This design comes from an exercise in tuning for small area and a short achievable clock period on the open sky130 flow, not from production work. Function was checked by simulation only, so behaviour that the tests miss may differ from the original. Power is estimated from default activity; no workload was simulated.

## flow/flow/run.sh

```bash
#!/bin/bash
# Standard layout (the standard.sh, unchanged synthesis) with two changes:
#  - the port buffers are buf_1 cells rather than the clkdlybuf4s50 delay cells
#    that buffer_ports picks by default (every port still gets its own buffer);
#  - clock tree synthesis runs without dummy loads, with the buffers listed below.
export BUFFER_PORTS_ARGS="-buffer_cell sky130_fd_sc_hd__buf_1"
export CTS_ARGS="-sink_clustering_enable -repair_clock_nets -dont_use_dummy_load -buf_list sky130_fd_sc_hd__clkbuf_16 -sink_clustering_size 30 -sink_clustering_max_diameter 100"
bash standard.sh > standard.log 2>&1
```

## flow/standard.sh

```bash
#!/bin/bash
# synth_recipe.tcl (not shown) runs the flow's synth.tcl, then flattens the netlist and writes it again
# the make line also repeats each setting of config.mk as NAME=value (left out here)
make -C /OpenROAD-flow-scripts/flow DESIGN_CONFIG=/design/flow/config.mk WORK_HOME=/design/flow/orfs CLKGATE_MAP_FILE= SYNTH_SCRIPT=/design/flow/synth_recipe.tcl "${@:-finish}"
```

## flow/config.mk

```make
export PLATFORM = sky130hd
export DESIGN_NAME = vec_multi_core
export DESIGN_NICKNAME = vec_multi_core
export VERILOG_FILES = /design/flow/design.v
export SDC_FILE = /design/flow/constraint.sdc
export NUM_CORES = 4
export LEC_CHECK = 0
export CAP_MARGIN = 20
export CORE_MARGIN = 2
export CORE_UTILIZATION = 60
export SETUP_SLACK_MARGIN = 0.9
export SLEW_MARGIN = 20
export SYNTH_HIERARCHICAL = 1
```

## flow/constraint.sdc

```tcl
create_clock -name core_clock -period 3.0 [get_ports {clk}]
set_input_delay 0.6000 -clock core_clock [delete_from_list [all_inputs] [get_ports {clk}]]
set_output_delay 0.6000 -clock core_clock [all_outputs]
set_load 0.01 [all_outputs]
```

## flow/design.v

```verilog
`timescale 1ns / 1ps
module vec_multi_core #(
    parameter int LEN = 32,
    parameter int DATA_WIDTH = 8
) (
    input logic clk,
    input logic rst_n,
    input logic i_data_valid,
    input logic i_load_weight,
    input logic [LEN*DATA_WIDTH-1:0] i_data,
    input logic [2*LEN-1:0] i_weight,
    output logic o_data_ready,
    output logic signed [31:0] o_result
);
  logic [LEN-1:0] wp, wn;
  logic wv;
  always_ff @(posedge clk) begin
    if (i_load_weight) begin
      for (int i = 0; i < LEN; i++) begin
        wp[i] <= i_weight[2*i+1] & ~i_weight[2*i];
        wn[i] <= ~i_weight[2*i+1] & ~i_weight[2*i];
      end
    end
  end
  always_ff @(posedge clk or negedge rst_n) begin
    if (!rst_n) wv <= 1'b0;
    else if (i_load_weight) wv <= 1'b1;
  end
  logic [LEN*DATA_WIDTH-1:0] zq;
  always_comb begin
    for (int i = 0; i < LEN; i++) begin
      for (int j = 0; j < DATA_WIDTH; j++) begin
        if (j == DATA_WIDTH - 1) zq[8*i+j] = i_data[8*i+j] ? wp[i] : wn[i];
        else zq[8*i+j] = ~(i_data[8*i+j] ? wp[i] : wn[i]);
      end
    end
  end
  logic [133:0] r1;
  logic [47:0] r2;
  logic [24:0] r3;
  logic s1;
  logic c2;
  logic s3;
  logic c4;
  logic s5;
  logic c6;
  logic s7;
  logic c8;
  logic s9;
  logic c10;
  logic s11;
  logic c12;
  logic s13;
  logic c14;
  logic s15;
  logic c16;
  logic s17;
  logic c18;
  logic s19;
  logic c20;
  logic i21;
  logic s22;
  logic c23;
  logic s24;
  logic c25;
  logic s26;
  logic c27;
  logic s28;
  logic c29;
  logic s30;
  logic c31;
  logic s32;
  logic c33;
  logic s34;
  logic c35;
  logic s36;
  logic c37;
  logic s38;
  logic c39;
  logic s40;
  logic c41;
  logic s42;
  logic c43;
  logic s44;
  logic c45;
  logic s46;
  logic c47;
  logic s48;
  logic c49;
  logic s50;
  logic c51;
  logic s52;
  logic c53;
  logic s54;
  logic c55;
  logic i56;
  logic s57;
  logic c58;
  logic s59;
  logic c60;
  logic s61;
  logic c62;
  logic s63;
  logic c64;
  logic s65;
  logic c66;
  logic s67;
  logic c68;
  logic s69;
  logic c70;
  logic s71;
  logic c72;
  logic s73;
  logic c74;
  logic s75;
  logic c76;
  logic s77;
  logic c78;
  logic i79;
  logic s80;
  logic c81;
  logic s82;
  logic c83;
  logic s84;
  logic c85;
  logic s86;
  logic c87;
  logic s88;
  logic c89;
  logic s90;
  logic c91;
  logic s92;
  logic c93;
  logic s94;
  logic c95;
  logic s96;
  logic c97;
  logic s98;
  logic c99;
  logic i100;
  logic s101;
  logic c102;
  logic s103;
  logic c104;
  logic s105;
  logic c106;
  logic s107;
  logic c108;
  logic s109;
  logic c110;
  logic s111;
  logic c112;
  logic s113;
  logic c114;
  logic s115;
  logic c116;
  logic s117;
  logic c118;
  logic s119;
  logic c120;
  logic s121;
  logic c122;
  logic s123;
  logic c124;
  logic s125;
  logic c126;
  logic s127;
  logic c128;
  logic s129;
  logic c130;
  logic s131;
  logic c132;
  logic s133;
  logic c134;
  logic s135;
  logic c136;
  logic s137;
  logic c138;
  logic s139;
  logic c140;
  logic s141;
  logic c142;
  logic s143;
  logic c144;
  logic s145;
  logic c146;
  logic s147;
  logic c148;
  logic s149;
  logic c150;
  logic s151;
  logic c152;
  logic s153;
  logic c154;
  logic s155;
  logic c156;
  logic s157;
  logic c158;
  logic s159;
  logic c160;
  logic s161;
  logic c162;
  logic s163;
  logic c164;
  logic s165;
  logic c166;
  logic s167;
  logic c168;
  logic s169;
  logic c170;
  logic s171;
  logic c172;
  logic s173;
  logic c174;
  logic s175;
  logic c176;
  logic s177;
  logic c178;
  logic s179;
  logic c180;
  logic s181;
  logic c182;
  logic s183;
  logic c184;
  logic s185;
  logic c186;
  logic s187;
  logic c188;
  logic s189;
  logic c190;
  logic s191;
  logic c192;
  logic s193;
  logic c194;
  logic s195;
  logic c196;
  logic s197;
  logic c198;
  logic s199;
  logic c200;
  logic s201;
  logic c202;
  logic s203;
  logic c204;
  logic s205;
  logic c206;
  logic s207;
  logic c208;
  logic s209;
  logic c210;
  logic s211;
  logic c212;
  logic s213;
  logic c214;
  logic s215;
  logic c216;
  logic s217;
  logic c218;
  logic s219;
  logic c220;
  logic s221;
  logic c222;
  logic s223;
  logic c224;
  logic s225;
  logic c226;
  logic s227;
  logic c228;
  logic s229;
  logic c230;
  logic s231;
  logic c232;
  logic s233;
  logic c234;
  logic s235;
  logic c236;
  logic s237;
  logic c238;
  logic s239;
  logic c240;
  logic s241;
  logic c242;
  logic s243;
  logic c244;
  logic s245;
  logic c246;
  logic s247;
  logic c248;
  logic s249;
  logic c250;
  logic s251;
  logic c252;
  logic s253;
  logic c254;
  logic s255;
  logic c256;
  logic s257;
  logic c258;
  logic s259;
  logic c260;
  logic s261;
  logic c262;
  logic s263;
  logic c264;
  logic s265;
  logic c266;
  logic s267;
  logic c268;
  logic s269;
  logic c270;
  logic s271;
  logic c272;
  logic s273;
  logic c274;
  logic s275;
  logic c276;
  logic s277;
  logic c278;
  logic s279;
  logic c280;
  logic s281;
  logic c282;
  logic s283;
  logic c284;
  logic s285;
  logic c286;
  logic s287;
  logic c288;
  logic s289;
  logic c290;
  logic s291;
  logic c292;
  logic s293;
  logic c294;
  logic s295;
  logic c296;
  logic s297;
  logic c298;
  logic s299;
  logic c300;
  logic s301;
  logic c302;
  logic s303;
  logic c304;
  logic s305;
  logic c306;
  logic s307;
  logic c308;
  logic s309;
  logic c310;
  logic s311;
  logic c312;
  logic s313;
  logic c314;
  logic s315;
  logic c316;
  logic i317;
  logic s318;
  logic c319;
  logic s320;
  logic c321;
  logic s322;
  logic c323;
  logic s324;
  logic c325;
  logic s326;
  logic c327;
  logic s328;
  logic c329;
  logic s330;
  logic c331;
  logic s332;
  logic c333;
  logic s334;
  logic c335;
  logic i336;
  logic s337;
  logic c338;
  logic s339;
  logic c340;
  logic s341;
  logic c342;
  logic s343;
  logic c344;
  logic s345;
  logic c346;
  logic s347;
  logic c348;
  logic s349;
  logic c350;
  logic i351;
  logic s352;
  logic c353;
  logic s354;
  logic c355;
  logic s356;
  logic c357;
  logic s358;
  logic c359;
  logic s360;
  logic c361;
  logic s362;
  logic c363;
  logic s364;
  logic c365;
  logic s366;
  logic c367;
  logic s368;
  logic c369;
  logic s370;
  logic c371;
  logic s372;
  logic c373;
  logic s374;
  logic c375;
  logic s376;
  logic c377;
  logic s378;
  logic c379;
  logic i380;
  logic s381;
  logic c382;
  logic s383;
  logic c384;
  logic s385;
  logic c386;
  logic s387;
  logic c388;
  logic s389;
  logic c390;
  logic s391;
  logic c392;
  logic s393;
  logic c394;
  logic s395;
  logic c396;
  logic s397;
  logic c398;
  logic s399;
  logic c400;
  logic s401;
  logic c402;
  logic s403;
  logic c404;
  logic s405;
  logic c406;
  logic s407;
  logic c408;
  logic s409;
  logic c410;
  logic s411;
  logic c412;
  logic s413;
  logic c414;
  logic s415;
  logic c416;
  logic s417;
  logic c418;
  logic s419;
  logic c420;
  logic s421;
  logic c422;
  logic s423;
  logic c424;
  logic s425;
  logic c426;
  logic s427;
  logic c428;
  logic s429;
  logic c430;
  logic s431;
  logic c432;
  logic s433;
  logic c434;
  logic s435;
  logic c436;
  logic s437;
  logic c438;
  logic s439;
  logic c440;
  logic s441;
  logic c442;
  logic s443;
  logic c444;
  logic s445;
  logic c446;
  logic s447;
  logic c448;
  logic s449;
  logic c450;
  logic s451;
  logic c452;
  logic s453;
  logic c454;
  logic s455;
  logic c456;
  logic s457;
  logic c458;
  logic s459;
  logic c460;
  logic s461;
  logic c462;
  logic s463;
  logic c464;
  logic s465;
  logic c466;
  logic s467;
  logic c468;
  logic s469;
  logic c470;
  logic s471;
  logic c472;
  logic s473;
  logic c474;
  logic s475;
  logic c476;
  logic s477;
  logic c478;
  logic s479;
  logic c480;
  logic s481;
  logic c482;
  logic s483;
  logic c484;
  logic s485;
  logic c486;
  logic s487;
  logic c488;
  logic i489;
  logic s490;
  logic c491;
  logic i492;
  logic s493;
  logic c494;
  logic s495;
  logic c496;
  logic s497;
  logic c498;
  logic s499;
  logic c500;
  logic s501;
  logic c502;
  logic s503;
  logic c504;
  logic s505;
  logic c506;
  logic s507;
  logic c508;
  logic s509;
  logic c510;
  logic s511;
  logic c512;
  logic s513;
  logic c514;
  logic s515;
  logic c516;
  logic s517;
  logic c518;
  logic i519;
  logic s520;
  logic c521;
  logic i522;
  logic s523;
  logic c524;
  logic s525;
  logic c526;
  logic s527;
  logic c528;
  logic s529;
  logic c530;
  logic s531;
  logic c532;
  logic s533;
  logic c534;
  logic s535;
  logic c536;
  logic s537;
  logic c538;
  logic i539;
  logic s540;
  logic c541;
  logic i542;
  logic s543;
  logic c544;
  logic i545;
  logic s546;
  logic c547;
  logic s548;
  logic c549;
  logic s550;
  logic c551;
  logic s552;
  logic c553;
  logic s554;
  logic c555;
  logic s556;
  logic c557;
  logic s558;
  logic c559;
  logic s560;
  logic c561;
  logic s562;
  logic c563;
  vmc_fa u_s1 (.a(wn[0]), .b(wn[1]), .c(wn[2]), .s(s1), .co(c2));
  vmc_fa u_s3 (.a(wn[3]), .b(wn[4]), .c(wn[5]), .s(s3), .co(c4));
  vmc_fa u_s5 (.a(wn[6]), .b(wn[7]), .c(wn[8]), .s(s5), .co(c6));
  vmc_fa u_s7 (.a(wn[9]), .b(wn[10]), .c(wn[11]), .s(s7), .co(c8));
  vmc_fa u_s9 (.a(wn[12]), .b(wn[13]), .c(wn[14]), .s(s9), .co(c10));
  vmc_fa u_s11 (.a(wn[15]), .b(wn[16]), .c(wn[17]), .s(s11), .co(c12));
  vmc_fa u_s13 (.a(wn[18]), .b(wn[19]), .c(wn[20]), .s(s13), .co(c14));
  vmc_fa u_s15 (.a(wn[21]), .b(wn[22]), .c(wn[23]), .s(s15), .co(c16));
  vmc_fa u_s17 (.a(wn[24]), .b(wn[25]), .c(wn[26]), .s(s17), .co(c18));
  vmc_fa u_s19 (.a(wn[27]), .b(wn[28]), .c(wn[29]), .s(s19), .co(c20));
  assign i21 = ~zq[0];
  vmc_fa u_s22 (.a(wn[30]), .b(wn[31]), .c(i21), .s(s22), .co(c23));
  vmc_fa u_s24 (.a(zq[8]), .b(zq[16]), .c(zq[24]), .s(s24), .co(c25));
  vmc_fa u_s26 (.a(zq[32]), .b(zq[40]), .c(zq[48]), .s(s26), .co(c27));
  vmc_fa u_s28 (.a(zq[56]), .b(zq[64]), .c(zq[72]), .s(s28), .co(c29));
  vmc_fa u_s30 (.a(zq[80]), .b(zq[88]), .c(zq[96]), .s(s30), .co(c31));
  vmc_fa u_s32 (.a(zq[104]), .b(zq[112]), .c(zq[120]), .s(s32), .co(c33));
  vmc_fa u_s34 (.a(zq[128]), .b(zq[136]), .c(zq[144]), .s(s34), .co(c35));
  vmc_fa u_s36 (.a(zq[152]), .b(zq[160]), .c(zq[168]), .s(s36), .co(c37));
  vmc_fa u_s38 (.a(zq[176]), .b(zq[184]), .c(zq[192]), .s(s38), .co(c39));
  vmc_fa u_s40 (.a(zq[200]), .b(zq[208]), .c(zq[216]), .s(s40), .co(c41));
  vmc_fa u_s42 (.a(zq[224]), .b(zq[232]), .c(zq[240]), .s(s42), .co(c43));
  vmc_fa u_s44 (.a(s1), .b(s3), .c(s5), .s(s44), .co(c45));
  vmc_fa u_s46 (.a(s7), .b(s9), .c(s11), .s(s46), .co(c47));
  vmc_fa u_s48 (.a(s13), .b(s15), .c(s17), .s(s48), .co(c49));
  vmc_fa u_s50 (.a(zq[248]), .b(s24), .c(s26), .s(s50), .co(c51));
  vmc_fa u_s52 (.a(s28), .b(s30), .c(s32), .s(s52), .co(c53));
  vmc_fa u_s54 (.a(s34), .b(s36), .c(s38), .s(s54), .co(c55));
  assign i56 = ~s19;
  vmc_fa u_s57 (.a(i56), .b(s40), .c(s42), .s(s57), .co(c58));
  vmc_fa u_s59 (.a(zq[1]), .b(zq[9]), .c(zq[17]), .s(s59), .co(c60));
  vmc_fa u_s61 (.a(zq[25]), .b(zq[33]), .c(zq[41]), .s(s61), .co(c62));
  vmc_fa u_s63 (.a(zq[49]), .b(zq[57]), .c(zq[65]), .s(s63), .co(c64));
  vmc_fa u_s65 (.a(zq[73]), .b(zq[81]), .c(zq[89]), .s(s65), .co(c66));
  vmc_fa u_s67 (.a(zq[97]), .b(zq[105]), .c(zq[113]), .s(s67), .co(c68));
  vmc_fa u_s69 (.a(zq[121]), .b(zq[129]), .c(zq[137]), .s(s69), .co(c70));
  vmc_fa u_s71 (.a(zq[145]), .b(zq[153]), .c(zq[161]), .s(s71), .co(c72));
  vmc_fa u_s73 (.a(zq[169]), .b(zq[177]), .c(zq[185]), .s(s73), .co(c74));
  vmc_fa u_s75 (.a(zq[193]), .b(zq[201]), .c(zq[209]), .s(s75), .co(c76));
  vmc_fa u_s77 (.a(zq[217]), .b(zq[225]), .c(zq[233]), .s(s77), .co(c78));
  assign i79 = ~c2;
  vmc_fa u_s80 (.a(zq[241]), .b(zq[249]), .c(i79), .s(s80), .co(c81));
  vmc_fa u_s82 (.a(c4), .b(c6), .c(c8), .s(s82), .co(c83));
  vmc_fa u_s84 (.a(c10), .b(c12), .c(c14), .s(s84), .co(c85));
  vmc_fa u_s86 (.a(c16), .b(c18), .c(c20), .s(s86), .co(c87));
  vmc_fa u_s88 (.a(c25), .b(c27), .c(c29), .s(s88), .co(c89));
  vmc_fa u_s90 (.a(c31), .b(c33), .c(c35), .s(s90), .co(c91));
  vmc_fa u_s92 (.a(c37), .b(c39), .c(c41), .s(s92), .co(c93));
  vmc_fa u_s94 (.a(c43), .b(s59), .c(s61), .s(s94), .co(c95));
  vmc_fa u_s96 (.a(s63), .b(s65), .c(s67), .s(s96), .co(c97));
  vmc_fa u_s98 (.a(s69), .b(s71), .c(s73), .s(s98), .co(c99));
  assign i100 = ~c23;
  vmc_fa u_s101 (.a(s75), .b(s77), .c(i100), .s(s101), .co(c102));
  vmc_fa u_s103 (.a(zq[2]), .b(zq[10]), .c(zq[18]), .s(s103), .co(c104));
  vmc_fa u_s105 (.a(zq[26]), .b(zq[34]), .c(zq[42]), .s(s105), .co(c106));
  vmc_fa u_s107 (.a(zq[50]), .b(zq[58]), .c(zq[66]), .s(s107), .co(c108));
  vmc_fa u_s109 (.a(zq[74]), .b(zq[82]), .c(zq[90]), .s(s109), .co(c110));
  vmc_fa u_s111 (.a(zq[98]), .b(zq[106]), .c(zq[114]), .s(s111), .co(c112));
  vmc_fa u_s113 (.a(zq[122]), .b(zq[130]), .c(zq[138]), .s(s113), .co(c114));
  vmc_fa u_s115 (.a(zq[146]), .b(zq[154]), .c(zq[162]), .s(s115), .co(c116));
  vmc_fa u_s117 (.a(zq[170]), .b(zq[178]), .c(zq[186]), .s(s117), .co(c118));
  vmc_fa u_s119 (.a(zq[194]), .b(zq[202]), .c(zq[210]), .s(s119), .co(c120));
  vmc_fa u_s121 (.a(zq[218]), .b(zq[226]), .c(zq[234]), .s(s121), .co(c122));
  vmc_fa u_s123 (.a(zq[242]), .b(zq[250]), .c(c60), .s(s123), .co(c124));
  vmc_fa u_s125 (.a(c62), .b(c64), .c(c66), .s(s125), .co(c126));
  vmc_fa u_s127 (.a(c68), .b(c70), .c(c72), .s(s127), .co(c128));
  vmc_fa u_s129 (.a(c74), .b(c76), .c(c78), .s(s129), .co(c130));
  vmc_fa u_s131 (.a(s103), .b(s105), .c(s107), .s(s131), .co(c132));
  vmc_fa u_s133 (.a(s109), .b(s111), .c(s113), .s(s133), .co(c134));
  vmc_fa u_s135 (.a(s115), .b(s117), .c(s119), .s(s135), .co(c136));
  vmc_fa u_s137 (.a(zq[3]), .b(zq[11]), .c(zq[19]), .s(s137), .co(c138));
  vmc_fa u_s139 (.a(zq[27]), .b(zq[35]), .c(zq[43]), .s(s139), .co(c140));
  vmc_fa u_s141 (.a(zq[51]), .b(zq[59]), .c(zq[67]), .s(s141), .co(c142));
  vmc_fa u_s143 (.a(zq[75]), .b(zq[83]), .c(zq[91]), .s(s143), .co(c144));
  vmc_fa u_s145 (.a(zq[99]), .b(zq[107]), .c(zq[115]), .s(s145), .co(c146));
  vmc_fa u_s147 (.a(zq[123]), .b(zq[131]), .c(zq[139]), .s(s147), .co(c148));
  vmc_fa u_s149 (.a(zq[147]), .b(zq[155]), .c(zq[163]), .s(s149), .co(c150));
  vmc_fa u_s151 (.a(zq[171]), .b(zq[179]), .c(zq[187]), .s(s151), .co(c152));
  vmc_fa u_s153 (.a(zq[195]), .b(zq[203]), .c(zq[211]), .s(s153), .co(c154));
  vmc_fa u_s155 (.a(zq[219]), .b(zq[227]), .c(zq[235]), .s(s155), .co(c156));
  vmc_fa u_s157 (.a(zq[243]), .b(zq[251]), .c(c104), .s(s157), .co(c158));
  vmc_fa u_s159 (.a(c106), .b(c108), .c(c110), .s(s159), .co(c160));
  vmc_fa u_s161 (.a(c112), .b(c114), .c(c116), .s(s161), .co(c162));
  vmc_fa u_s163 (.a(c118), .b(c120), .c(c122), .s(s163), .co(c164));
  vmc_fa u_s165 (.a(s137), .b(s139), .c(s141), .s(s165), .co(c166));
  vmc_fa u_s167 (.a(s143), .b(s145), .c(s147), .s(s167), .co(c168));
  vmc_fa u_s169 (.a(s149), .b(s151), .c(s153), .s(s169), .co(c170));
  vmc_fa u_s171 (.a(zq[4]), .b(zq[12]), .c(zq[20]), .s(s171), .co(c172));
  vmc_fa u_s173 (.a(zq[28]), .b(zq[36]), .c(zq[44]), .s(s173), .co(c174));
  vmc_fa u_s175 (.a(zq[52]), .b(zq[60]), .c(zq[68]), .s(s175), .co(c176));
  vmc_fa u_s177 (.a(zq[76]), .b(zq[84]), .c(zq[92]), .s(s177), .co(c178));
  vmc_fa u_s179 (.a(zq[100]), .b(zq[108]), .c(zq[116]), .s(s179), .co(c180));
  vmc_fa u_s181 (.a(zq[124]), .b(zq[132]), .c(zq[140]), .s(s181), .co(c182));
  vmc_fa u_s183 (.a(zq[148]), .b(zq[156]), .c(zq[164]), .s(s183), .co(c184));
  vmc_fa u_s185 (.a(zq[172]), .b(zq[180]), .c(zq[188]), .s(s185), .co(c186));
  vmc_fa u_s187 (.a(zq[196]), .b(zq[204]), .c(zq[212]), .s(s187), .co(c188));
  vmc_fa u_s189 (.a(zq[220]), .b(zq[228]), .c(zq[236]), .s(s189), .co(c190));
  vmc_fa u_s191 (.a(zq[244]), .b(zq[252]), .c(c138), .s(s191), .co(c192));
  vmc_fa u_s193 (.a(c140), .b(c142), .c(c144), .s(s193), .co(c194));
  vmc_fa u_s195 (.a(c146), .b(c148), .c(c150), .s(s195), .co(c196));
  vmc_fa u_s197 (.a(c152), .b(c154), .c(c156), .s(s197), .co(c198));
  vmc_fa u_s199 (.a(s171), .b(s173), .c(s175), .s(s199), .co(c200));
  vmc_fa u_s201 (.a(s177), .b(s179), .c(s181), .s(s201), .co(c202));
  vmc_fa u_s203 (.a(s183), .b(s185), .c(s187), .s(s203), .co(c204));
  vmc_fa u_s205 (.a(zq[5]), .b(zq[13]), .c(zq[21]), .s(s205), .co(c206));
  vmc_fa u_s207 (.a(zq[29]), .b(zq[37]), .c(zq[45]), .s(s207), .co(c208));
  vmc_fa u_s209 (.a(zq[53]), .b(zq[61]), .c(zq[69]), .s(s209), .co(c210));
  vmc_fa u_s211 (.a(zq[77]), .b(zq[85]), .c(zq[93]), .s(s211), .co(c212));
  vmc_fa u_s213 (.a(zq[101]), .b(zq[109]), .c(zq[117]), .s(s213), .co(c214));
  vmc_fa u_s215 (.a(zq[125]), .b(zq[133]), .c(zq[141]), .s(s215), .co(c216));
  vmc_fa u_s217 (.a(zq[149]), .b(zq[157]), .c(zq[165]), .s(s217), .co(c218));
  vmc_fa u_s219 (.a(zq[173]), .b(zq[181]), .c(zq[189]), .s(s219), .co(c220));
  vmc_fa u_s221 (.a(zq[197]), .b(zq[205]), .c(zq[213]), .s(s221), .co(c222));
  vmc_fa u_s223 (.a(zq[221]), .b(zq[229]), .c(zq[237]), .s(s223), .co(c224));
  vmc_fa u_s225 (.a(zq[245]), .b(zq[253]), .c(c172), .s(s225), .co(c226));
  vmc_fa u_s227 (.a(c174), .b(c176), .c(c178), .s(s227), .co(c228));
  vmc_fa u_s229 (.a(c180), .b(c182), .c(c184), .s(s229), .co(c230));
  vmc_fa u_s231 (.a(c186), .b(c188), .c(c190), .s(s231), .co(c232));
  vmc_fa u_s233 (.a(s205), .b(s207), .c(s209), .s(s233), .co(c234));
  vmc_fa u_s235 (.a(s211), .b(s213), .c(s215), .s(s235), .co(c236));
  vmc_fa u_s237 (.a(s217), .b(s219), .c(s221), .s(s237), .co(c238));
  vmc_fa u_s239 (.a(zq[6]), .b(zq[14]), .c(zq[22]), .s(s239), .co(c240));
  vmc_fa u_s241 (.a(zq[30]), .b(zq[38]), .c(zq[46]), .s(s241), .co(c242));
  vmc_fa u_s243 (.a(zq[54]), .b(zq[62]), .c(zq[70]), .s(s243), .co(c244));
  vmc_fa u_s245 (.a(zq[78]), .b(zq[86]), .c(zq[94]), .s(s245), .co(c246));
  vmc_fa u_s247 (.a(zq[102]), .b(zq[110]), .c(zq[118]), .s(s247), .co(c248));
  vmc_fa u_s249 (.a(zq[126]), .b(zq[134]), .c(zq[142]), .s(s249), .co(c250));
  vmc_fa u_s251 (.a(zq[150]), .b(zq[158]), .c(zq[166]), .s(s251), .co(c252));
  vmc_fa u_s253 (.a(zq[174]), .b(zq[182]), .c(zq[190]), .s(s253), .co(c254));
  vmc_fa u_s255 (.a(zq[198]), .b(zq[206]), .c(zq[214]), .s(s255), .co(c256));
  vmc_fa u_s257 (.a(zq[222]), .b(zq[230]), .c(zq[238]), .s(s257), .co(c258));
  vmc_fa u_s259 (.a(zq[246]), .b(zq[254]), .c(c206), .s(s259), .co(c260));
  vmc_fa u_s261 (.a(c208), .b(c210), .c(c212), .s(s261), .co(c262));
  vmc_fa u_s263 (.a(c214), .b(c216), .c(c218), .s(s263), .co(c264));
  vmc_fa u_s265 (.a(c220), .b(c222), .c(c224), .s(s265), .co(c266));
  vmc_fa u_s267 (.a(s239), .b(s241), .c(s243), .s(s267), .co(c268));
  vmc_fa u_s269 (.a(s245), .b(s247), .c(s249), .s(s269), .co(c270));
  vmc_fa u_s271 (.a(s251), .b(s253), .c(s255), .s(s271), .co(c272));
  vmc_fa u_s273 (.a(zq[7]), .b(zq[15]), .c(zq[23]), .s(s273), .co(c274));
  vmc_fa u_s275 (.a(zq[31]), .b(zq[39]), .c(zq[47]), .s(s275), .co(c276));
  vmc_fa u_s277 (.a(zq[55]), .b(zq[63]), .c(zq[71]), .s(s277), .co(c278));
  vmc_fa u_s279 (.a(zq[79]), .b(zq[87]), .c(zq[95]), .s(s279), .co(c280));
  vmc_fa u_s281 (.a(zq[103]), .b(zq[111]), .c(zq[119]), .s(s281), .co(c282));
  vmc_fa u_s283 (.a(zq[127]), .b(zq[135]), .c(zq[143]), .s(s283), .co(c284));
  vmc_fa u_s285 (.a(zq[151]), .b(zq[159]), .c(zq[167]), .s(s285), .co(c286));
  vmc_fa u_s287 (.a(zq[175]), .b(zq[183]), .c(zq[191]), .s(s287), .co(c288));
  vmc_fa u_s289 (.a(zq[199]), .b(zq[207]), .c(zq[215]), .s(s289), .co(c290));
  vmc_fa u_s291 (.a(zq[223]), .b(zq[231]), .c(zq[239]), .s(s291), .co(c292));
  vmc_fa u_s293 (.a(zq[247]), .b(zq[255]), .c(c240), .s(s293), .co(c294));
  vmc_fa u_s295 (.a(c242), .b(c244), .c(c246), .s(s295), .co(c296));
  vmc_fa u_s297 (.a(c248), .b(c250), .c(c252), .s(s297), .co(c298));
  vmc_fa u_s299 (.a(c254), .b(c256), .c(c258), .s(s299), .co(c300));
  vmc_fa u_s301 (.a(s273), .b(s275), .c(s277), .s(s301), .co(c302));
  vmc_fa u_s303 (.a(s279), .b(s281), .c(s283), .s(s303), .co(c304));
  vmc_fa u_s305 (.a(s285), .b(s287), .c(s289), .s(s305), .co(c306));
  vmc_fa u_s307 (.a(c274), .b(c276), .c(c278), .s(s307), .co(c308));
  vmc_fa u_s309 (.a(c280), .b(c282), .c(c284), .s(s309), .co(c310));
  vmc_fa u_s311 (.a(c286), .b(c288), .c(c290), .s(s311), .co(c312));
  vmc_fa u_s313 (.a(r1[0]), .b(r1[1]), .c(r1[2]), .s(s313), .co(c314));
  vmc_fa u_s315 (.a(r1[4]), .b(r1[5]), .c(r1[6]), .s(s315), .co(c316));
  assign i317 = ~r1[7];
  vmc_fa u_s318 (.a(r1[3]), .b(i317), .c(s313), .s(s318), .co(c319));
  vmc_fa u_s320 (.a(r1[8]), .b(r1[9]), .c(r1[10]), .s(s320), .co(c321));
  vmc_fa u_s322 (.a(r1[11]), .b(r1[12]), .c(r1[13]), .s(s322), .co(c323));
  vmc_fa u_s324 (.a(r1[14]), .b(r1[15]), .c(r1[16]), .s(s324), .co(c325));
  vmc_fa u_s326 (.a(r1[17]), .b(r1[18]), .c(r1[19]), .s(s326), .co(c327));
  vmc_fa u_s328 (.a(r1[20]), .b(r1[21]), .c(r1[22]), .s(s328), .co(c329));
  vmc_fa u_s330 (.a(r1[23]), .b(r1[24]), .c(r1[25]), .s(s330), .co(c331));
  vmc_fa u_s332 (.a(c314), .b(s320), .c(s322), .s(s332), .co(c333));
  vmc_fa u_s334 (.a(c316), .b(s324), .c(s326), .s(s334), .co(c335));
  assign i336 = ~c319;
  vmc_fa u_s337 (.a(s328), .b(s330), .c(i336), .s(s337), .co(c338));
  vmc_fa u_s339 (.a(r1[27]), .b(r1[28]), .c(r1[29]), .s(s339), .co(c340));
  vmc_fa u_s341 (.a(r1[26]), .b(r1[30]), .c(r1[31]), .s(s341), .co(c342));
  vmc_fa u_s343 (.a(r1[32]), .b(r1[33]), .c(r1[34]), .s(s343), .co(c344));
  vmc_fa u_s345 (.a(r1[35]), .b(r1[36]), .c(r1[37]), .s(s345), .co(c346));
  vmc_fa u_s347 (.a(r1[38]), .b(r1[39]), .c(r1[40]), .s(s347), .co(c348));
  vmc_fa u_s349 (.a(r1[41]), .b(r1[42]), .c(r1[43]), .s(s349), .co(c350));
  assign i351 = ~r1[44];
  vmc_fa u_s352 (.a(i351), .b(c321), .c(c323), .s(s352), .co(c353));
  vmc_fa u_s354 (.a(c325), .b(c327), .c(c329), .s(s354), .co(c355));
  vmc_fa u_s356 (.a(c331), .b(s341), .c(s343), .s(s356), .co(c357));
  vmc_fa u_s358 (.a(s345), .b(s347), .c(s349), .s(s358), .co(c359));
  vmc_fa u_s360 (.a(s339), .b(c333), .c(s352), .s(s360), .co(c361));
  vmc_fa u_s362 (.a(c335), .b(s354), .c(s356), .s(s362), .co(c363));
  vmc_fa u_s364 (.a(r1[45]), .b(r1[46]), .c(r1[47]), .s(s364), .co(c365));
  vmc_fa u_s366 (.a(r1[48]), .b(r1[49]), .c(r1[50]), .s(s366), .co(c367));
  vmc_fa u_s368 (.a(r1[51]), .b(r1[52]), .c(r1[53]), .s(s368), .co(c369));
  vmc_fa u_s370 (.a(r1[54]), .b(r1[55]), .c(r1[56]), .s(s370), .co(c371));
  vmc_fa u_s372 (.a(r1[57]), .b(r1[58]), .c(r1[59]), .s(s372), .co(c373));
  vmc_fa u_s374 (.a(c342), .b(c344), .c(c346), .s(s374), .co(c375));
  vmc_fa u_s376 (.a(c348), .b(c350), .c(s364), .s(s376), .co(c377));
  vmc_fa u_s378 (.a(s366), .b(s368), .c(s370), .s(s378), .co(c379));
  assign i380 = ~s372;
  vmc_fa u_s381 (.a(c340), .b(i380), .c(c353), .s(s381), .co(c382));
  vmc_fa u_s383 (.a(c355), .b(c357), .c(c359), .s(s383), .co(c384));
  vmc_fa u_s385 (.a(s374), .b(s376), .c(s378), .s(s385), .co(c386));
  vmc_fa u_s387 (.a(r1[60]), .b(r1[61]), .c(r1[62]), .s(s387), .co(c388));
  vmc_fa u_s389 (.a(r1[63]), .b(r1[64]), .c(r1[65]), .s(s389), .co(c390));
  vmc_fa u_s391 (.a(r1[66]), .b(r1[67]), .c(r1[68]), .s(s391), .co(c392));
  vmc_fa u_s393 (.a(r1[69]), .b(r1[70]), .c(r1[71]), .s(s393), .co(c394));
  vmc_fa u_s395 (.a(r1[72]), .b(r1[73]), .c(r1[74]), .s(s395), .co(c396));
  vmc_fa u_s397 (.a(c365), .b(c367), .c(c369), .s(s397), .co(c398));
  vmc_fa u_s399 (.a(c371), .b(c373), .c(s387), .s(s399), .co(c400));
  vmc_fa u_s401 (.a(s389), .b(s391), .c(s393), .s(s401), .co(c402));
  vmc_fa u_s403 (.a(s395), .b(c375), .c(c377), .s(s403), .co(c404));
  vmc_fa u_s405 (.a(c379), .b(s397), .c(s399), .s(s405), .co(c406));
  vmc_fa u_s407 (.a(r1[75]), .b(r1[76]), .c(r1[77]), .s(s407), .co(c408));
  vmc_fa u_s409 (.a(r1[78]), .b(r1[79]), .c(r1[80]), .s(s409), .co(c410));
  vmc_fa u_s411 (.a(r1[81]), .b(r1[82]), .c(r1[83]), .s(s411), .co(c412));
  vmc_fa u_s413 (.a(r1[84]), .b(r1[85]), .c(r1[86]), .s(s413), .co(c414));
  vmc_fa u_s415 (.a(r1[87]), .b(r1[88]), .c(r1[89]), .s(s415), .co(c416));
  vmc_fa u_s417 (.a(c388), .b(c390), .c(c392), .s(s417), .co(c418));
  vmc_fa u_s419 (.a(c394), .b(c396), .c(s407), .s(s419), .co(c420));
  vmc_fa u_s421 (.a(s409), .b(s411), .c(s413), .s(s421), .co(c422));
  vmc_fa u_s423 (.a(s415), .b(c398), .c(c400), .s(s423), .co(c424));
  vmc_fa u_s425 (.a(c402), .b(s417), .c(s419), .s(s425), .co(c426));
  vmc_fa u_s427 (.a(r1[90]), .b(r1[91]), .c(r1[92]), .s(s427), .co(c428));
  vmc_fa u_s429 (.a(r1[93]), .b(r1[94]), .c(r1[95]), .s(s429), .co(c430));
  vmc_fa u_s431 (.a(r1[96]), .b(r1[97]), .c(r1[98]), .s(s431), .co(c432));
  vmc_fa u_s433 (.a(r1[99]), .b(r1[100]), .c(r1[101]), .s(s433), .co(c434));
  vmc_fa u_s435 (.a(r1[102]), .b(r1[103]), .c(r1[104]), .s(s435), .co(c436));
  vmc_fa u_s437 (.a(c408), .b(c410), .c(c412), .s(s437), .co(c438));
  vmc_fa u_s439 (.a(c414), .b(c416), .c(s427), .s(s439), .co(c440));
  vmc_fa u_s441 (.a(s429), .b(s431), .c(s433), .s(s441), .co(c442));
  vmc_fa u_s443 (.a(s435), .b(c418), .c(c420), .s(s443), .co(c444));
  vmc_fa u_s445 (.a(c422), .b(s437), .c(s439), .s(s445), .co(c446));
  vmc_fa u_s447 (.a(r1[105]), .b(r1[106]), .c(r1[107]), .s(s447), .co(c448));
  vmc_fa u_s449 (.a(r1[108]), .b(r1[109]), .c(r1[110]), .s(s449), .co(c450));
  vmc_fa u_s451 (.a(r1[111]), .b(r1[112]), .c(r1[113]), .s(s451), .co(c452));
  vmc_fa u_s453 (.a(r1[114]), .b(r1[115]), .c(r1[116]), .s(s453), .co(c454));
  vmc_fa u_s455 (.a(r1[117]), .b(r1[118]), .c(r1[119]), .s(s455), .co(c456));
  vmc_fa u_s457 (.a(c428), .b(c430), .c(c432), .s(s457), .co(c458));
  vmc_fa u_s459 (.a(c434), .b(c436), .c(s447), .s(s459), .co(c460));
  vmc_fa u_s461 (.a(s449), .b(s451), .c(s453), .s(s461), .co(c462));
  vmc_fa u_s463 (.a(s455), .b(c438), .c(c440), .s(s463), .co(c464));
  vmc_fa u_s465 (.a(c442), .b(s457), .c(s459), .s(s465), .co(c466));
  vmc_fa u_s467 (.a(r1[120]), .b(r1[121]), .c(r1[122]), .s(s467), .co(c468));
  vmc_fa u_s469 (.a(r1[123]), .b(r1[124]), .c(r1[125]), .s(s469), .co(c470));
  vmc_fa u_s471 (.a(r1[126]), .b(r1[127]), .c(r1[128]), .s(s471), .co(c472));
  vmc_fa u_s473 (.a(r1[129]), .b(r1[130]), .c(c448), .s(s473), .co(c474));
  vmc_fa u_s475 (.a(c450), .b(c452), .c(c454), .s(s475), .co(c476));
  vmc_fa u_s477 (.a(c456), .b(s467), .c(s469), .s(s477), .co(c478));
  vmc_fa u_s479 (.a(s471), .b(c458), .c(c460), .s(s479), .co(c480));
  vmc_fa u_s481 (.a(c462), .b(s473), .c(s475), .s(s481), .co(c482));
  vmc_fa u_s483 (.a(r1[131]), .b(r1[132]), .c(r1[133]), .s(s483), .co(c484));
  vmc_fa u_s485 (.a(c468), .b(c470), .c(c472), .s(s485), .co(c486));
  vmc_fa u_s487 (.a(s483), .b(c474), .c(c476), .s(s487), .co(c488));
  assign i489 = ~r2[9];
  assign s490 = ~(i489 ^ r2[10]);
  assign c491 = i489 | r2[10];
  assign i492 = ~r2[15];
  vmc_fa u_s493 (.a(r2[14]), .b(i492), .c(r2[16]), .s(s493), .co(c494));
  assign s495 = ~(r2[17] ^ r2[18]);
  assign c496 = r2[17] | r2[18];
  vmc_fa u_s497 (.a(r2[20]), .b(r2[21]), .c(r2[22]), .s(s497), .co(c498));
  assign s499 = ~(r2[23] ^ r2[24]);
  assign c500 = r2[23] | r2[24];
  vmc_fa u_s501 (.a(r2[25]), .b(r2[26]), .c(r2[27]), .s(s501), .co(c502));
  assign s503 = ~(r2[28] ^ r2[29]);
  assign c504 = r2[28] | r2[29];
  vmc_fa u_s505 (.a(r2[30]), .b(r2[31]), .c(r2[32]), .s(s505), .co(c506));
  assign s507 = ~(r2[33] ^ r2[34]);
  assign c508 = r2[33] | r2[34];
  vmc_fa u_s509 (.a(r2[35]), .b(r2[36]), .c(r2[37]), .s(s509), .co(c510));
  assign s511 = ~(r2[38] ^ r2[39]);
  assign c512 = r2[38] | r2[39];
  vmc_fa u_s513 (.a(r2[40]), .b(r2[41]), .c(r2[42]), .s(s513), .co(c514));
  assign s515 = ~(r2[43] ^ r2[44]);
  assign c516 = r2[43] | r2[44];
  assign s517 = ~(r2[45] ^ r2[46]);
  assign c518 = r2[45] | r2[46];
  assign i519 = ~r2[5];
  vmc_ha u_s520 (.a(i519), .b(r2[6]), .s(s520), .co(c521));
  assign i522 = ~r2[11];
  vmc_fa u_s523 (.a(i522), .b(r2[12]), .c(r2[13]), .s(s523), .co(c524));
  vmc_fa u_s525 (.a(r2[19]), .b(s495), .c(c491), .s(s525), .co(c526));
  vmc_fa u_s527 (.a(s499), .b(c496), .c(s497), .s(s527), .co(c528));
  vmc_fa u_s529 (.a(s503), .b(c500), .c(s501), .s(s529), .co(c530));
  vmc_fa u_s531 (.a(s507), .b(c504), .c(s505), .s(s531), .co(c532));
  vmc_fa u_s533 (.a(s511), .b(c508), .c(s509), .s(s533), .co(c534));
  vmc_fa u_s535 (.a(s515), .b(c512), .c(s513), .s(s535), .co(c536));
  vmc_fa u_s537 (.a(r2[47]), .b(s517), .c(c516), .s(s537), .co(c538));
  assign i539 = ~r2[2];
  assign s540 = ~(i539 ^ r2[3]);
  assign c541 = i539 | r2[3];
  assign i542 = ~s520;
  vmc_fa u_s543 (.a(r2[7]), .b(r2[8]), .c(i542), .s(s543), .co(c544));
  assign i545 = ~c521;
  vmc_fa u_s546 (.a(s490), .b(i545), .c(s523), .s(s546), .co(c547));
  vmc_fa u_s548 (.a(s493), .b(c524), .c(s525), .s(s548), .co(c549));
  vmc_fa u_s550 (.a(c494), .b(c526), .c(s527), .s(s550), .co(c551));
  vmc_fa u_s552 (.a(c498), .b(s529), .c(c528), .s(s552), .co(c553));
  vmc_fa u_s554 (.a(c502), .b(s531), .c(c530), .s(s554), .co(c555));
  vmc_fa u_s556 (.a(c506), .b(s533), .c(c532), .s(s556), .co(c557));
  vmc_fa u_s558 (.a(c510), .b(s535), .c(c534), .s(s558), .co(c559));
  vmc_fa u_s560 (.a(c514), .b(s537), .c(c536), .s(s560), .co(c561));
  assign s562 = ~(c518 ^ c538);
  assign c563 = c518 | c538;
  logic [4:1] vld;
  logic [4:1] wvp;
  always_ff @(posedge clk or negedge rst_n) begin
    if (!rst_n) vld <= '0;
    else vld <= {vld[3:1], i_data_valid};
  end
  always_ff @(posedge clk) begin
    wvp <= {wvp[3:1], wv};
  end
  always_ff @(posedge clk) begin
      r1[0] <= s22;
      r1[1] <= s44;
      r1[2] <= s46;
      r1[3] <= s48;
      r1[4] <= s50;
      r1[5] <= s52;
      r1[6] <= s54;
      r1[7] <= s57;
      r1[8] <= c45;
      r1[9] <= c47;
      r1[10] <= c49;
      r1[11] <= s82;
      r1[12] <= s84;
      r1[13] <= s86;
      r1[14] <= s80;
      r1[15] <= c51;
      r1[16] <= c53;
      r1[17] <= c55;
      r1[18] <= c58;
      r1[19] <= s88;
      r1[20] <= s90;
      r1[21] <= s92;
      r1[22] <= s94;
      r1[23] <= s96;
      r1[24] <= s98;
      r1[25] <= s101;
      r1[26] <= s121;
      r1[27] <= c83;
      r1[28] <= c85;
      r1[29] <= c87;
      r1[30] <= c81;
      r1[31] <= c89;
      r1[32] <= c91;
      r1[33] <= c93;
      r1[34] <= c95;
      r1[35] <= c97;
      r1[36] <= c99;
      r1[37] <= s123;
      r1[38] <= s125;
      r1[39] <= s127;
      r1[40] <= s129;
      r1[41] <= s131;
      r1[42] <= s133;
      r1[43] <= s135;
      r1[44] <= c102;
      r1[45] <= s155;
      r1[46] <= c124;
      r1[47] <= c126;
      r1[48] <= c128;
      r1[49] <= c130;
      r1[50] <= c132;
      r1[51] <= c134;
      r1[52] <= c136;
      r1[53] <= s157;
      r1[54] <= s159;
      r1[55] <= s161;
      r1[56] <= s163;
      r1[57] <= s165;
      r1[58] <= s167;
      r1[59] <= s169;
      r1[60] <= s189;
      r1[61] <= c158;
      r1[62] <= c160;
      r1[63] <= c162;
      r1[64] <= c164;
      r1[65] <= c166;
      r1[66] <= c168;
      r1[67] <= c170;
      r1[68] <= s191;
      r1[69] <= s193;
      r1[70] <= s195;
      r1[71] <= s197;
      r1[72] <= s199;
      r1[73] <= s201;
      r1[74] <= s203;
      r1[75] <= s223;
      r1[76] <= c192;
      r1[77] <= c194;
      r1[78] <= c196;
      r1[79] <= c198;
      r1[80] <= c200;
      r1[81] <= c202;
      r1[82] <= c204;
      r1[83] <= s225;
      r1[84] <= s227;
      r1[85] <= s229;
      r1[86] <= s231;
      r1[87] <= s233;
      r1[88] <= s235;
      r1[89] <= s237;
      r1[90] <= s257;
      r1[91] <= c226;
      r1[92] <= c228;
      r1[93] <= c230;
      r1[94] <= c232;
      r1[95] <= c234;
      r1[96] <= c236;
      r1[97] <= c238;
      r1[98] <= s259;
      r1[99] <= s261;
      r1[100] <= s263;
      r1[101] <= s265;
      r1[102] <= s267;
      r1[103] <= s269;
      r1[104] <= s271;
      r1[105] <= s291;
      r1[106] <= c260;
      r1[107] <= c262;
      r1[108] <= c264;
      r1[109] <= c266;
      r1[110] <= c268;
      r1[111] <= c270;
      r1[112] <= c272;
      r1[113] <= s293;
      r1[114] <= s295;
      r1[115] <= s297;
      r1[116] <= s299;
      r1[117] <= s301;
      r1[118] <= s303;
      r1[119] <= s305;
      r1[120] <= c292;
      r1[121] <= c294;
      r1[122] <= c296;
      r1[123] <= c298;
      r1[124] <= c300;
      r1[125] <= c302;
      r1[126] <= c304;
      r1[127] <= c306;
      r1[128] <= s307;
      r1[129] <= s309;
      r1[130] <= s311;
      r1[131] <= c308;
      r1[132] <= c310;
      r1[133] <= c312;
  end
  always_ff @(posedge clk) begin
      r2[0] <= s315;
      r2[1] <= s318;
      r2[2] <= s332;
      r2[3] <= s334;
      r2[4] <= s337;
      r2[5] <= s358;
      r2[6] <= s360;
      r2[7] <= s362;
      r2[8] <= c338;
      r2[9] <= c361;
      r2[10] <= c363;
      r2[11] <= s381;
      r2[12] <= s383;
      r2[13] <= s385;
      r2[14] <= s401;
      r2[15] <= c382;
      r2[16] <= c384;
      r2[17] <= c386;
      r2[18] <= s403;
      r2[19] <= s405;
      r2[20] <= s421;
      r2[21] <= c404;
      r2[22] <= c406;
      r2[23] <= s423;
      r2[24] <= s425;
      r2[25] <= s441;
      r2[26] <= c424;
      r2[27] <= c426;
      r2[28] <= s443;
      r2[29] <= s445;
      r2[30] <= s461;
      r2[31] <= c444;
      r2[32] <= c446;
      r2[33] <= s463;
      r2[34] <= s465;
      r2[35] <= s477;
      r2[36] <= c464;
      r2[37] <= c466;
      r2[38] <= s479;
      r2[39] <= s481;
      r2[40] <= c478;
      r2[41] <= s485;
      r2[42] <= c480;
      r2[43] <= c482;
      r2[44] <= s487;
      r2[45] <= c484;
      r2[46] <= c486;
      r2[47] <= c488;
  end
  always_ff @(posedge clk) begin
      r3[0] <= r2[0];
      r3[1] <= r2[1];
      r3[2] <= r2[4];
      r3[3] <= s540;
      r3[4] <= s543;
      r3[5] <= c541;
      r3[6] <= s546;
      r3[7] <= c544;
      r3[8] <= s548;
      r3[9] <= c547;
      r3[10] <= s550;
      r3[11] <= c549;
      r3[12] <= s552;
      r3[13] <= c551;
      r3[14] <= s554;
      r3[15] <= c553;
      r3[16] <= s556;
      r3[17] <= c555;
      r3[18] <= s558;
      r3[19] <= c557;
      r3[20] <= s560;
      r3[21] <= c559;
      r3[22] <= s562;
      r3[23] <= c561;
      r3[24] <= c563;
  end
  logic [13:0] fa, fb, sum, res;
  assign fa = {1'b1, 1'b1, ~r3[22], ~r3[20], ~r3[18], ~r3[16], ~r3[14], ~r3[12], ~r3[10], ~r3[8], ~r3[6], ~r3[4], ~r3[2], ~r3[0]};
  assign fb = {1'b0, ~r3[24], ~r3[23], ~r3[21], ~r3[19], ~r3[17], ~r3[15], ~r3[13], ~r3[11], ~r3[9], ~r3[7], ~r3[5], ~r3[3], r3[1]};
  assign sum = fa + fb;
  always_ff @(posedge clk) res <= wvp[3] ? sum : '0;
  assign o_result = {{18{res[13]}}, res};
  assign o_data_ready = vld[4];
endmodule
module vmc_fa (
    input  logic a,
    input  logic b,
    input  logic c,
    output logic s,
    output logic co
);
  assign s  = a ^ b ^ c;
  assign co = (a & b) | (a & c) | (b & c);
endmodule
module vmc_ha (
    input  logic a,
    input  logic b,
    output logic s,
    output logic co
);
  assign s  = a ^ b;
  assign co = a & b;
endmodule
```

==> metrics.cfg, run 1 <==
[run_status]
status = complete, no violations

[synth]
netlist_top_cells_area = fa_1 (33%), dfxtp_1 (28%), mux2i_1 (14%)
synth_area_um2 = 15930
synth_top_area_cell = fa_1
synth_edf_count = 64
synthCells = 1063
synth_cell_types = 43
ys_seq_area_frac = 0.4099
ys_ff_latch = 293
ys_warn_count = 7
synthFlopType = dfxtp_1
async_reset_ff_frac = 0.01706
yosysTopAreaCellShare = 0.3317
avgSynthCellArea_um2 = 14.99

[worst_setup_path]
cp-end-kind = flop
r2r_slack_ns = 0.95
reg2reg_depth = 3
slowest_stage = edfxtp_1
slowest_delay_ns = 0.56
path_cells = mux2_2, fa_1, fa_1
required_ns = 3.35
worstReg2RegEnd = r1[118]
cpLargestDelayFamily = adder cells
cp_data_arrival_time_ns = 2.40
crit_path_start_kind = flop
path_class = reg -> reg
path_buf_inv = 0
worst-path-max-fanout = 9
r2r-start = wn[9]
cpMostUsedCell = fa_1

[sta]
clock-skew-final_ns = 0.03104
hold_violations = 0
rsz0062_at_grt = yes
layout_min_cycle_time_ns = 2.049
fmax_mhz = 488.1
worst_slew_pin_slew_ns = 0.5112
setup_viol = 0
slew_headroom = 0.6587
slew_viol_final = 0
setup_tns_ns = 0
period_share = 0.6830

[power]
pwr-share-comb = 0.486
seqPwrFrac = 0.397
p_leak_nw = 7.456
pwr-share-clk = 0.117
power_density_nw_per_um2 = 962.0
switchingPower_mw = 6.692
switching_share = 0.3867
ir_worst_vdd_mv = 0.8683
internal-power_mw = 10.61

[clocking]
clkTransAtPathRegs_ns = 0.10
clockBufferDepth = 3
cts-root-buf = clkbuf_16
cts_tree = yes
insertion_delay_ns = 0.49
numClockSinks = 293
htree_levels = 1
numCtsBuffers = 14

[grt]
grt_start_max_net_pins = 31
grt_pass1_wl_um = 57460
antenna_found_initial = 0
gr-usage-all-layers = 0.2795
overflow = 0
grt_pass1_vias = 10161

[route]
wl_um = 38260
vias = 9192
dr.pass1.iters = 5
drc = 0
avgViaCountPerCell = 5.223
antenna_left = 0
wl_per_cell_um = 21.74
drtIter0Drc = 505

[hold_path]
hold_path_end = vld[1]
holdCritPathClass = in -> reg
hold_start = i_data_valid
min_path_cells = 1

[floorplan]
core_area_um2 = 26060
dieArea_um2 = 27870
die_w_um = 167.0
row_count = 59
io_pins = 357
die_h_um = 167.0
start_util = 0.6114

[layout]
fin_area_um2 = 17990
layout.nets = 2038
syn2layout_area_growth_pct = 12.89
diodes = 0
drive_above_1_share = 0.04982

[placed_design]
gp_congestion = 0.8635
dpl_cell_area_um2 = 17570
hpwl_um = 32620
portBuffers = 356

[flow_run]
max-cap-violations = 0

==> per-module statistics from Yosys (local to each module, per instance) <==
| module | copies in the design | flops+latches | area [um^2] | cells inside |
|---|---|---|---|---|
| vec_multi_core | 1 | 293 | 10660 | 799 |
| vmc_fa | 263 | 0 | 20.02 | 1 |
| vmc_ha | 1 | 0 | 12.51 | 1 |
==> power by group through the flow <==
stage	clock network [mW]	registers, mW	logic, mW
after floorplan	0	6.53	5.81
after global placement	0	6.99	8.18
after detailed placement	0	7.00	8.47
after CTS	2.06	6.91	8.50
after global routing	2.19	7.01	9.80
final	2.02	6.87	8.41
==> per-layer routing <==
metal	wire [um]	global-route usage	part of all wire
met5	0	0	0
met3	2070	0.05109	0.054
met1	16090	0.3769	0.42
met4	959	0.06484	0.025
met2	19130	0.4768	0.50
==> registers in the layout, summed over array words and instances (netlist names) <==
signal  flops
wn         32
wv          1
wvp         3
res        14
r1        134
r3         25
r2         48
wp         32
vld         4
==> cell type report <==
type	instances	area [um^2]
fillers	1924	8071
clock buffers	14	350.3
multi-input cells	677	8989
inverters	74	277.8
flip-flops and latches	293	6531
repair buffers	367	1420
well taps	335	419.2
==> repair_timing <==
action,CTS,global route
buffers inserted,0,8
gates resized for setup,0,1
endpoints found under the hold margin,5,0
setup endpoints to repair,0,5
hold buffers,1,0
==> worst max-delay path by stage <==
stage,startpoint,end,slack [ns],depth (start not counted)
floorplan,i_data[7],r1[117],0.98,3
global placement,i_data[224],r1[7],0.80,4
detailed placement,i_data[224],r1[7],0.76,4
CTS,wn[28],r1[7],0.92,3
global route,wn[1],r1[72],0.89,4
finish,wn[9],r1[118],0.95,3
==> cell families (layout without fill, tap and decap cells) <==
logic type	after synthesis	in the layout	share of synthesized area
compound gates	28	28	0.01382
xor+xnor	4	4	0.002199
fa+ha+maj	287	287	0.3498
buf+inv	93	455	0.02615
flops	293	293	0.4099
mux	260	260	0.1659
simple gates	98	98	0.03220
==> cells in the mapped netlist (2+ instances only) <==
cell type  number
a211oi_1        2
a21o_1          2
a21oi_1         3
a21oi_2         2
a31oi_1         3
and2_1          5
buf_4          18
dfrtp_1         5
dfxtp_1       224
edfxtp_1       64
fa_1          264
ha_1           23
inv_1          74
mux2_2         33
mux2i_1       227
nand2_1         7
nand2b_1        4
nor2_1         39
nor2b_1        35
o21a_1          2
o21ai_0         3
xnor2_1         3
==> layout by cell type (no fill, tap or decap), drive strengths merged, types with 2 or more instances in the layout <==
cell,count
dfrtp,5
o21a,2
buf,366
a211oi,3
o21ai,5
xnor2,3
nor2,39
a31oi,3
a21oi,5
nand2b,4
mux2,33
ha,23
mux2i,227
fa,264
and2,6
edfxtp,64
o211ai,2
a21o,3
nor2b,36
dfxtp,224
inv,74
clkbuf,14
nand2,7
==> through the flow <==
step	hold WS [ns]	power (mW)	cells	utilization	setup WS, ns
floorplan	0.3044	12.34	1063	-	0.9816
global placement	0.3126	15.17	1737	0.6741	0.7990
detailed placement	0.3121	15.47	1737	0.6741	0.7565
CTS	0.1890	17.47	1752	0.6879	0.9228
global route	0.1953	19.00	1760	0.6903	0.8888
finish	0.2075	17.30	1760	0.6903	0.9510
==> run 2: changes to the inputs <==
--- a/flow/design.v
+++ b/flow/design.v
@@ -850,29 +850,21 @@
   vmc_fa u_s485 (.a(c468), .b(c470), .c(c472), .s(s485), .co(c486));
   vmc_fa u_s487 (.a(s483), .b(c474), .c(c476), .s(s487), .co(c488));
   assign i489 = ~r2[9];
-  assign s490 = ~(i489 ^ r2[10]);
-  assign c491 = i489 | r2[10];
+  vmc_fa u_s490 (.a(i489), .b(r2[10]), .c(1'b1), .s(s490), .co(c491));
   assign i492 = ~r2[15];
   vmc_fa u_s493 (.a(r2[14]), .b(i492), .c(r2[16]), .s(s493), .co(c494));
-  assign s495 = ~(r2[17] ^ r2[18]);
-  assign c496 = r2[17] | r2[18];
+  vmc_fa u_s495 (.a(r2[17]), .b(r2[18]), .c(1'b1), .s(s495), .co(c496));
   vmc_fa u_s497 (.a(r2[20]), .b(r2[21]), .c(r2[22]), .s(s497), .co(c498));
-  assign s499 = ~(r2[23] ^ r2[24]);
-  assign c500 = r2[23] | r2[24];
+  vmc_fa u_s499 (.a(r2[23]), .b(r2[24]), .c(1'b1), .s(s499), .co(c500));
   vmc_fa u_s501 (.a(r2[25]), .b(r2[26]), .c(r2[27]), .s(s501), .co(c502));
-  assign s503 = ~(r2[28] ^ r2[29]);
-  assign c504 = r2[28] | r2[29];
+  vmc_fa u_s503 (.a(r2[28]), .b(r2[29]), .c(1'b1), .s(s503), .co(c504));
   vmc_fa u_s505 (.a(r2[30]), .b(r2[31]), .c(r2[32]), .s(s505), .co(c506));
-  assign s507 = ~(r2[33] ^ r2[34]);
-  assign c508 = r2[33] | r2[34];
+  vmc_fa u_s507 (.a(r2[33]), .b(r2[34]), .c(1'b1), .s(s507), .co(c508));
   vmc_fa u_s509 (.a(r2[35]), .b(r2[36]), .c(r2[37]), .s(s509), .co(c510));
-  assign s511 = ~(r2[38] ^ r2[39]);
-  assign c512 = r2[38] | r2[39];
+  vmc_fa u_s511 (.a(r2[38]), .b(r2[39]), .c(1'b1), .s(s511), .co(c512));
   vmc_fa u_s513 (.a(r2[40]), .b(r2[41]), .c(r2[42]), .s(s513), .co(c514));
-  assign s515 = ~(r2[43] ^ r2[44]);
-  assign c516 = r2[43] | r2[44];
-  assign s517 = ~(r2[45] ^ r2[46]);
-  assign c518 = r2[45] | r2[46];
+  vmc_fa u_s515 (.a(r2[43]), .b(r2[44]), .c(1'b1), .s(s515), .co(c516));
+  vmc_fa u_s517 (.a(r2[45]), .b(r2[46]), .c(1'b1), .s(s517), .co(c518));
   assign i519 = ~r2[5];
   vmc_ha u_s520 (.a(i519), .b(r2[6]), .s(s520), .co(c521));
   assign i522 = ~r2[11];
@@ -885,8 +877,7 @@
   vmc_fa u_s535 (.a(s515), .b(c512), .c(s513), .s(s535), .co(c536));
   vmc_fa u_s537 (.a(r2[47]), .b(s517), .c(c516), .s(s537), .co(c538));
   assign i539 = ~r2[2];
-  assign s540 = ~(i539 ^ r2[3]);
-  assign c541 = i539 | r2[3];
+  vmc_fa u_s540 (.a(i539), .b(r2[3]), .c(1'b1), .s(s540), .co(c541));
   assign i542 = ~s520;
   vmc_fa u_s543 (.a(r2[7]), .b(r2[8]), .c(i542), .s(s543), .co(c544));
   assign i545 = ~c521;
@@ -898,8 +889,7 @@
   vmc_fa u_s556 (.a(c506), .b(s533), .c(c532), .s(s556), .co(c557));
   vmc_fa u_s558 (.a(c510), .b(s535), .c(c534), .s(s558), .co(c559));
   vmc_fa u_s560 (.a(c514), .b(s537), .c(c536), .s(s560), .co(c561));
-  assign s562 = ~(c518 ^ c538);
-  assign c563 = c518 | c538;
+  vmc_fa u_s562 (.a(c518), .b(c538), .c(1'b1), .s(s562), .co(c563));
   logic [4:1] vld;
   logic [4:1] wvp;
   always_ff @(posedge clk or negedge rst_n) begin
--- a/flow/config.mk
+++ b/flow/config.mk
@@ -7,7 +7,7 @@
 export LEC_CHECK = 0
 export CAP_MARGIN = 20
 export CORE_MARGIN = 2
-export CORE_UTILIZATION = 60
-export SETUP_SLACK_MARGIN = 0.9
+export CORE_UTILIZATION = 40
+export SETUP_SLACK_MARGIN = 0.8
 export SLEW_MARGIN = 20
 export SYNTH_HIERARCHICAL = 1
==> metrics.cfg, run 2 <==
[route]
wl_um = 42340  ; +11%
antenna_left = 0  ; unchanged
drtIter0Drc = 326  ; -35%
wl_per_cell_um = 22.15  ; +1.9%
avgViaCountPerCell = 4.736  ; -9.3%
vias = 9050  ; -1.5%
drc = 0  ; unchanged
dr.pass1.iters = 5  ; unchanged

[clocking]
numCtsBuffers = 15  ; +1
htree_levels = 1  ; unchanged
cts_tree = yes
clockBufferDepth = 3  ; unchanged
insertion_delay_ns = 0.51  ; +0.02 ns
post_cts_resized = 0  ; unchanged
clkTransAtPathRegs_ns = 0.11  ; about the same
numClockSinks = 293  ; unchanged
cts-root-buf = clkbuf_16

[grt]
grt_pass1_vias = 10274  ; +1.1%
overflow = 0  ; unchanged
gr-usage-all-layers = 0.2086  ; -0.07093
grt_pass1_wl_um = 62130  ; +8.1%
grt_start_max_net_pins = 31  ; unchanged
antenna_found_initial = 1  ; +1

[worst_setup_path]
path_buf_inv = 0  ; unchanged
slowest_stage = fa_1
cp_data_arrival_time_ns = 2.49  ; +0.09 ns
r2r_slack_ns = 0.91  ; -0.04 ns
cp-end-kind = flop
path_cells = mux2i_1, fa_1, fa_1
required_ns = 3.40  ; +0.05 ns
slowest_delay_ns = 0.76  ; +0.20 ns
r2r-start = wn[18]
worst-path-max-fanout = 9  ; unchanged
path_class = reg -> reg
reg2reg_depth = 3  ; unchanged
cpMostUsedCell = fa_1
worstReg2RegEnd = r1[24]
cpLargestDelayFamily = adder cells
crit_path_start_kind = flop

[layout]
largest_register = r1
layout_common_cells = buf_1 (355), fa_1 (274), mux2i_1 (227)
fillers = 3539  ; +84%
multi_input_area_um2 = 9044  ; +0.61%
final_common_cell = buf_1
largest_register_ffs = 134  ; unchanged
syn2layout_area_growth_pct = 14.42
layout.nets = 2005  ; -1.6%
drive_above_1_share = 0.04239  ; -0.007440
largestRegisters = r1 x134, r2 x48
regArea_um2 = 6531  ; unchanged

[power]
p_leak_nw = 7.311  ; -1.9%
p_total_mw = 17.43  ; +0.75%
ir_worst_vdd_mv = 0.3992  ; -54%
power_density_nw_per_um2 = 962.3  ; about the same

[synth]
yosys-top-cells-count = fa_1 (274), mux2i_1 (227), dfxtp_1 (224), edfxtp_1 (64), inv_1 (41)
synth_cell_types = 39  ; -9.3%
ys_warn_count = 7  ; unchanged
synthCells = 1028  ; -3.3%
synth_top_area_cell = fa_1
yosysTopAreaCellShare = 0.3464  ; +0.01471
async_reset_ff_frac = 0.01706  ; unchanged
synth_area_um2 = 15830  ; -0.62%
synthFlopType = dfxtp_1
synth_edf_count = 64  ; unchanged
netlist_top_cells_area = fa_1 (35%), dfxtp_1 (28%), mux2i_1 (14%)
avgSynthCellArea_um2 = 15.40  ; +2.8%
ys_seq_area_frac = 0.4125  ; +0.002559
synthMostInstantiatedCell = fa_1
ys_ff_latch = 293  ; unchanged

[hold_path]
hold_path_end = vld[1]
min_path_cells = 1  ; unchanged
hold_start = i_data_valid
holdCritPathClass = in -> reg

[sta]
hold_violations = 0  ; unchanged
layout_min_cycle_time_ns = 2.090  ; +0.04115 ns
fmax_mhz = 478.4  ; -2.0%
slew_viol_final = 0  ; unchanged
slew_headroom = 0.5855  ; -0.07323
rsz0062_at_grt = no
period_share = 0.6967  ; +0.01372
setup_tns_ns = 0  ; unchanged
worst_slew_pin_slew_ns = 0.6218  ; +0.1105 ns
clock-skew-final_ns = 0.05083  ; +0.01979 ns
setup_viol = 0  ; unchanged

[run_status]
status = complete, no violations

[placed_design]
gp_congestion = 0.8440  ; -2.3%
hpwl_um = 36340  ; +11%
portBuffers = 356  ; unchanged

[floorplan]
core_area_um2 = 38830  ; +49%
row_count = 72  ; +22%
io_pins = 357  ; unchanged
start_util = 0.4078  ; -0.2036
dieArea_um2 = 41190  ; +48%
die_w_um = 203.0  ; +22%
die_h_um = 203.0  ; +22%

[flow_run]
max-cap-violations = 0  ; unchanged

run 2: changes by cell type after synthesis, moves of 3 or more:
cell     change
fa_1        +10
and2_1       -4
a21oi_1      +6
nor3_1       +3
ha_1        -10
inv_1       -33
run 2: Yosys stat by module (local to each module, per instance):
| module | times used | cells | flops+latches | cell area, um^2 |
|---|---|---|---|---|
| vmc_ha | 1 | 1 | 0 | 12.51 |
| vec_multi_core | 1 | 754 | 293 | 10360 |
| vmc_fa | 273 | 1 | 0 | 20.02 |
run 2: how the worst max path moves through the flow:
stage / from / endpoint / slack (ns) / cells past startpoint
floorplan: i_data[7] / r1[117] / 0.98 / 3
global placement: i_data[160] / r1[6] / 0.72 / 4
detailed placement: i_data[160] / r1[6] / 0.73 / 4
CTS: wn[0] / r1[117] / 0.91 / 3
global route: wn[0] / r1[117] / 0.85 / 3
finish: wn[18] / r1[24] / 0.91 / 3
run 2: logic make-up (layout without fill, tap and decap cells):
group,count (synthesis),in the layout,share of synthesized area
simple gates,97,97,0.03161
buf+inv,60,415,0.01849
mux,260,260,0.1670
other cells,1,11,0.0002368
compound gates,27,27,0.01185
xor+xnor,3,3,0.001660
flops,293,293,0.4125
fa+ha+maj,287,287,0.3567
run 2: final cells by class:
class / instances / area share
clock buffer: 15 / 0.02072
sequential: 293 / 0.3605
antenna: 1 / 0.0001381
timing repair buffer: 359 / 0.07521
inverter: 41 / 0.008494
tap: 518 / 0.03577
multi-input combinational: 684 / 0.4992
run 2: worst reg2reg max path, delay by kind of cell (launching register included):
kind	cells	cell delay [ns]
flops	1	0.58
fa+ha+maj	2	1.23
mux	1	0.17
run 2: per-layer routing:
layer | vias up | share of wire | global-route usage
li1 | 4136 | - | -
met5 | - | 0 | 0
met2 | 255 | 0.51 | 0.3685
met3 | 48 | 0.043 | 0.02873
met4 | 0 | 0.027 | 0.05813
met1 | 4611 | 0.42 | 0.2685
run 2: repair_timing:
action | 4_1_cts | 5_1_grt
endpoints found under the setup margin | 0 | 0
setup buffers | 0 | 0
hold buffers | 1 | 0
endpoints found under the hold margin | 5 | 0
run 2: through the flow:
step | setup WS [ns] | instances | instance area (um^2) | utilization | hold slack, ns
2_1_floorplan | 0.9816 | 1037 | 15870 | - | 0.3044
6_report | 0.9099 | 1911 | 18120 | 0.4666 | 0.2031
3_5_place_dp | 0.7294 | 1894 | 17730 | 0.4566 | 0.3136
3_3_place_gp | 0.7222 | 1894 | 17730 | 0.4566 | 0.3145
5_1_grt | 0.8541 | 1911 | 18120 | 0.4666 | 0.1758
4_1_cts | 0.9145 | 1910 | 18110 | 0.4666 | 0.1836
run 2: where the power goes:
group / internal (mW) / switching [mW]
logic: 3.96 / 4.37
clock network: 0.904 / 1.25
registers: 5.77 / 1.19

==> port drivers added, routing unchanged <==
The results above use ideal ports. As a check the final layouts listed here were re-extracted and re-timed, cells and wires unchanged.
Step 1 sets driving cells, clkbuf_16 on the clock port and buf_2 on the other inputs (assumed; they add their load-dependent delay and slew).
Step 2, shift: input delay + t, output delay - t, t = (earliest + latest rising clock arrival at the registers) / 2. This alone moves slack from input paths to output paths.
Three values: ideal, step 1, step 2; two values: the first two.
run	t (ns)	slack for setup (ns)	latest minus earliest clock arrival (ns)
run 1	0.530	0.951 / 0.951 / 0.791	0.031 / 0.031
run 2	0.540	0.910 / 0.910 / 0.763	0.051 / 0.051
After both steps every run listed still meets setup and hold. The setup slack of run 1, which loses most, moves by 0.000 ns with the drivers and by -0.160 ns with both steps.
